This design comes from an exercise in tuning for small area and a short achievable clock period on the open sky130 flow, not from production work. Power figures rest on the tool's default switching activity, not on a simulated workload.

==> flow/design.v <==
module axis_aoi222 #(parameter WIDTH = 44)(
    input logic [WIDTH - 1:0] a1, a2, b1, b2, c1, c2,
    output logic [WIDTH - 1:0] y
);
    assign y = ~((a1 & a2) | (b1 & b2) | (c1 & c2));
endmodule
module axis_nand3 #(parameter WIDTH = 44)(
    input logic [WIDTH - 1:0] a, b, c,
    output logic [WIDTH - 1:0] y
);
    assign y = ~(a & b & c);
endmodule
module axis_master(
    input logic bk_start,
    input logic [31:0] bk_data,
    input logic [3:0] bk_tstrb,
    input logic [3:0] bk_tkeep,
    input logic [1:0] bk_tid,
    input logic [1:0] bk_user,
    output logic bk_nordy,
    output logic bk_done,
    input axi_aclk,
    input axi_aresetn,
    output logic axis_tvalid,
    output logic [31:0] axis_tdata,
    output logic [3:0] axis_tstrb,
    output logic [3:0] axis_tkeep,
    output logic axis_tlast,
    output logic [1:0] axis_tid,
    output logic [1:0] axis_tuser,
    input axis_tready
);
    localparam DEPTH = 8, WIDTH = 44;
    logic [WIDTH - 1:0] fifo [DEPTH - 1:0];
    logic [WIDTH - 1:0] din, o_q, o_n;
    logic [7:0] d_q, d_n, w_q, w_n, cnt_q, cnt_n, nx_q, nx_n;
    logic s_q, v_q, l_q, nordy_q, v_n;
    logic full_q, full_n, wr, rd, byp, hold, show;
    logic [DEPTH - 1:0] ws_q, ws_n;    
    assign din = {bk_data, bk_tstrb, bk_tkeep, bk_tid, bk_user};
    assign wr   = bk_start & ~full_q;
    assign rd   = s_q & v_q & axis_tready;
    logic [7:0] w_inc;
    logic d_is0, d_is1, d_is2, d_is255, w_is0, w_is1, w_is255;
    logic gt1_inc, gt1_dec, gt1_same, v_inc, v_dec, v_same0, v_same1, v_clr;
    logic [7:0] nx_rot;
    logic [2:0] dl;
    logic [7:0] d_all1, d_all0, w_all1, d_tgl;
    logic up, dn;
    always_comb begin
        d_all1[0] = 1'b1;
        d_all0[0] = 1'b1;
        w_all1[0] = 1'b1;
        for (int i = 1; i < 8; i++) begin
            d_all1[i] = d_all1[i - 1] & d_q[i - 1];
            d_all0[i] = d_all0[i - 1] & ~d_q[i - 1];
            w_all1[i] = w_all1[i - 1] & w_q[i - 1];
        end
    end
    assign w_inc = w_q ^ w_all1;
    assign up    = wr & ~rd;
    assign dn    = rd & ~wr;
    assign d_tgl = ({8{up}} & d_all1) | ({8{dn}} & d_all0);
    assign d_is0   = (d_q == 8'd0);
    assign d_is1   = (d_q == 8'd1);
    assign d_is2   = (d_q == 8'd2);
    assign d_is255 = (d_q == 8'd255);
    assign w_is0   = (w_q == 8'd0);
    assign w_is1   = (w_q == 8'd1);
    assign w_is255 = (w_q == 8'd255);
    assign gt1_same = ~d_is0 & ~d_is1;
    assign gt1_inc  = ~d_is0 & ~d_is255;
    assign gt1_dec  = ~d_is1 & ~d_is2;
    assign v_inc    = gt1_inc | (d_is0 & w_is0 & ~v_q);    
    assign v_dec    = gt1_dec;                             
    assign v_same0  = gt1_same | (d_is1 & w_is1 & ~v_q);   
    assign v_same1  = gt1_same;                            
    assign v_clr    = ~w_is255;                            
    always_comb begin
        if (l_q) begin
            w_n = wr ? w_inc : 8'd0;
            d_n = wr ? w_inc : 8'd0;
            v_n = wr & v_clr;
        end
        else begin
            w_n = wr ? w_inc : w_q;
            d_n = d_q ^ d_tgl;
            case ({wr, rd})
                2'b10:   v_n = v_inc;
                2'b01:   v_n = v_dec;
                2'b11:   v_n = v_same1;
                default: v_n = v_same0;
            endcase
        end
    end
    always_comb begin
        if (l_q)
            full_n = wr & (w_q == 8'd7);
        else if (up)
            full_n = (d_q == 8'd7);
        else if (dn)
            full_n = (d_q == 8'd9);
        else
            full_n = full_q;
    end
    always_comb begin
        if (l_q & ~wr) ws_n = 8'b0000_0001;
        else if (wr)   ws_n = {ws_q[6:0], ws_q[7]};
        else           ws_n = ws_q;
    end
    assign nx_rot = {nx_q[6:0], nx_q[7]};
    always_comb begin
        if (~v_q)      nx_n = 8'b0000_0001;
        else if (~s_q) nx_n = 8'b0000_0010;
        else if (rd)   nx_n = nx_rot;
        else           nx_n = nx_q;
    end
    logic [7:0] c_all1;
    always_comb begin
        c_all1[0] = 1'b1;
        for (int i = 1; i < 8; i++)
            c_all1[i] = c_all1[i - 1] & cnt_q[i - 1];
    end
    assign cnt_n = (s_q & ~axis_tready) ? cnt_q ^ c_all1 : 8'd0;
    logic en_b, en_h, en_m;
    logic [DEPTH - 1:0] sel;
    assign dl   = d_q[2:0];
    assign byp  = wr & (rd ? (dl == 3'd1) : (dl == 3'd0));
    assign hold = s_q & ~axis_tready;
    assign show = v_q & ~(d_is255 & wr & ~rd);
    assign en_b = show & byp;
    assign en_h = show & ~byp & hold;
    assign en_m = show & ~byp & ~hold;
    assign sel  = (nx_q & {DEPTH{en_m}}) | ({nx_q[0], nx_q[7:1]} & {DEPTH{en_h}});
    logic [WIDTH - 1:0] grp0, grp1, grp2;
    axis_aoi222 #(.WIDTH(WIDTH)) payload_g0(
        .a1({WIDTH{sel[0]}}), .a2(fifo[0]),
        .b1({WIDTH{sel[1]}}), .b2(fifo[1]),
        .c1({WIDTH{sel[2]}}), .c2(fifo[2]),
        .y(grp0));
    axis_aoi222 #(.WIDTH(WIDTH)) payload_g1(
        .a1({WIDTH{sel[3]}}), .a2(fifo[3]),
        .b1({WIDTH{sel[4]}}), .b2(fifo[4]),
        .c1({WIDTH{sel[5]}}), .c2(fifo[5]),
        .y(grp1));
    axis_aoi222 #(.WIDTH(WIDTH)) payload_g2(
        .a1({WIDTH{sel[6]}}), .a2(fifo[6]),
        .b1({WIDTH{sel[7]}}), .b2(fifo[7]),
        .c1({WIDTH{en_b}}),   .c2(din),
        .y(grp2));
    axis_nand3 #(.WIDTH(WIDTH)) payload_or(
        .a(grp0), .b(grp1), .c(grp2),
        .y(o_n));
    always_ff @(posedge axi_aclk) begin
        for (int i = 0; i < DEPTH; i++)
            if (bk_start & ~full_q & ws_q[i]) fifo[i] <= din;
    end
    always_ff @(posedge axi_aclk or negedge axi_aresetn) begin
        if (~axi_aresetn) begin
            d_q     <= 8'd0;
            w_q     <= 8'd0;
            cnt_q   <= 8'd0;
            nx_q    <= 8'b0000_0001;
            ws_q    <= 8'b0000_0001;
            full_q  <= 1'b0;
            s_q     <= 1'b0;
            v_q     <= 1'b0;
            l_q     <= 1'b0;
            nordy_q <= 1'b0;
            o_q     <= '0;
        end
        else begin
            d_q     <= d_n;
            w_q     <= w_n;
            cnt_q   <= cnt_n;
            nx_q    <= nx_n;
            ws_q    <= ws_n;
            full_q  <= full_n;
            s_q     <= v_q;
            v_q     <= v_n;
            l_q     <= v_q & ~v_n;
            nordy_q <= s_q & ~axis_tready & (cnt_q >= 8'd4) & (cnt_q != 8'd255);
            o_q     <= o_n;
        end
    end
    assign axis_tvalid = s_q;
    assign axis_tlast  = l_q;
    assign bk_done     = l_q;
    assign bk_nordy    = nordy_q;
    assign {axis_tdata, axis_tstrb, axis_tkeep, axis_tid, axis_tuser} = o_q;
endmodule
export LEC_CHECK = 0
export CAP_MARGIN = 20
export CORE_MARGIN = 2
export CORE_UTILIZATION = 40
export CTS_CLUSTER_DIAMETER = 100
export CTS_CLUSTER_SIZE = 20
export SETUP_SLACK_MARGIN = 3.0
export SLEW_MARGIN = 20
export SYNTH_HIERARCHICAL = 1
create_clock -name core_clock -period 5.0 [get_ports {axi_aclk}]
run.sh (not shown) runs the stock make flow with config.mk's settings and CLKGATE_MAP_FILE= SYNTH_SCRIPT=/design/flow/synth_recipe.tcl, a recipe that flattens the netlist after the stock synthesis.
Then changed:
==> flow/flow/run.sh (new file) <==
#!/bin/bash
# Standard ORFS layout, except that the port buffers inserted before global
# placement are the small sky130_fd_sc_hd__buf_1 instead of the default pick;
# timing repair still resizes them where needed.
set -euo pipefail
bash standard.sh "BUFFER_PORTS_ARGS=-buffer_cell sky130_fd_sc_hd__buf_1" finish > make_finish.log 2>&1
==> flow/standard.sh (new file) <==
#!/bin/bash
# synth_recipe.tcl (not shown) runs the flow's synth.tcl, then flattens the netlist and writes it again
# the make line also repeats each setting of config.mk as NAME=value (left out here)
make -C /OpenROAD-flow-scripts/flow DESIGN_CONFIG=/design/flow/config.mk WORK_HOME=/design/flow/orfs CLKGATE_MAP_FILE= SYNTH_SCRIPT=/design/flow/synth_recipe.tcl "${@:-finish}"
removed: flow/run.sh
- clock power rose by about 2%
- maximum frequency fell by 5.2%
- core utilization fell by 1.0 points
- first-iteration DRC count rose by 6.1%
No run of this note included a check of the RTL's function; only the layout flow was run.

==> re-timing with driven ports <==
How much do the figures lean on ideal ports? The routed layouts below were timed once more, with nothing changed but the port constraints.
Step 1 assumes that a clkbuf_16 drives the clock port and a buf_2 every other input.
Step 2 moves the port delays by t, midway between the first and last clock arrival at a register: inputs arrive t later, outputs are due t later. That takes back most of the time a late clock gives input paths.
Slacks: ideal / step 1 / step 2; pairs: ideal / step 1.
| run | t (ns) | setup slack, ns | worst setup path at the end | clock arrival spread, ns | worst register clock-pin slew, ns |
|---|---|---|---|---|---|
| the first run | 0.607 | 2.767 / 2.720 / 2.114 | input to register | 0.041 / 0.041 | 0.09 / 0.09 |
| the second run | 0.613 | 2.644 / 2.646 / 2.036 | input to register | 0.028 / 0.029 | 0.09 / 0.09 |
After both steps every run listed still meets setup and hold. For the first run, which loses most, drivers alone change the setup slack by -0.047 ns; drivers and shift together by -0.653 ns.
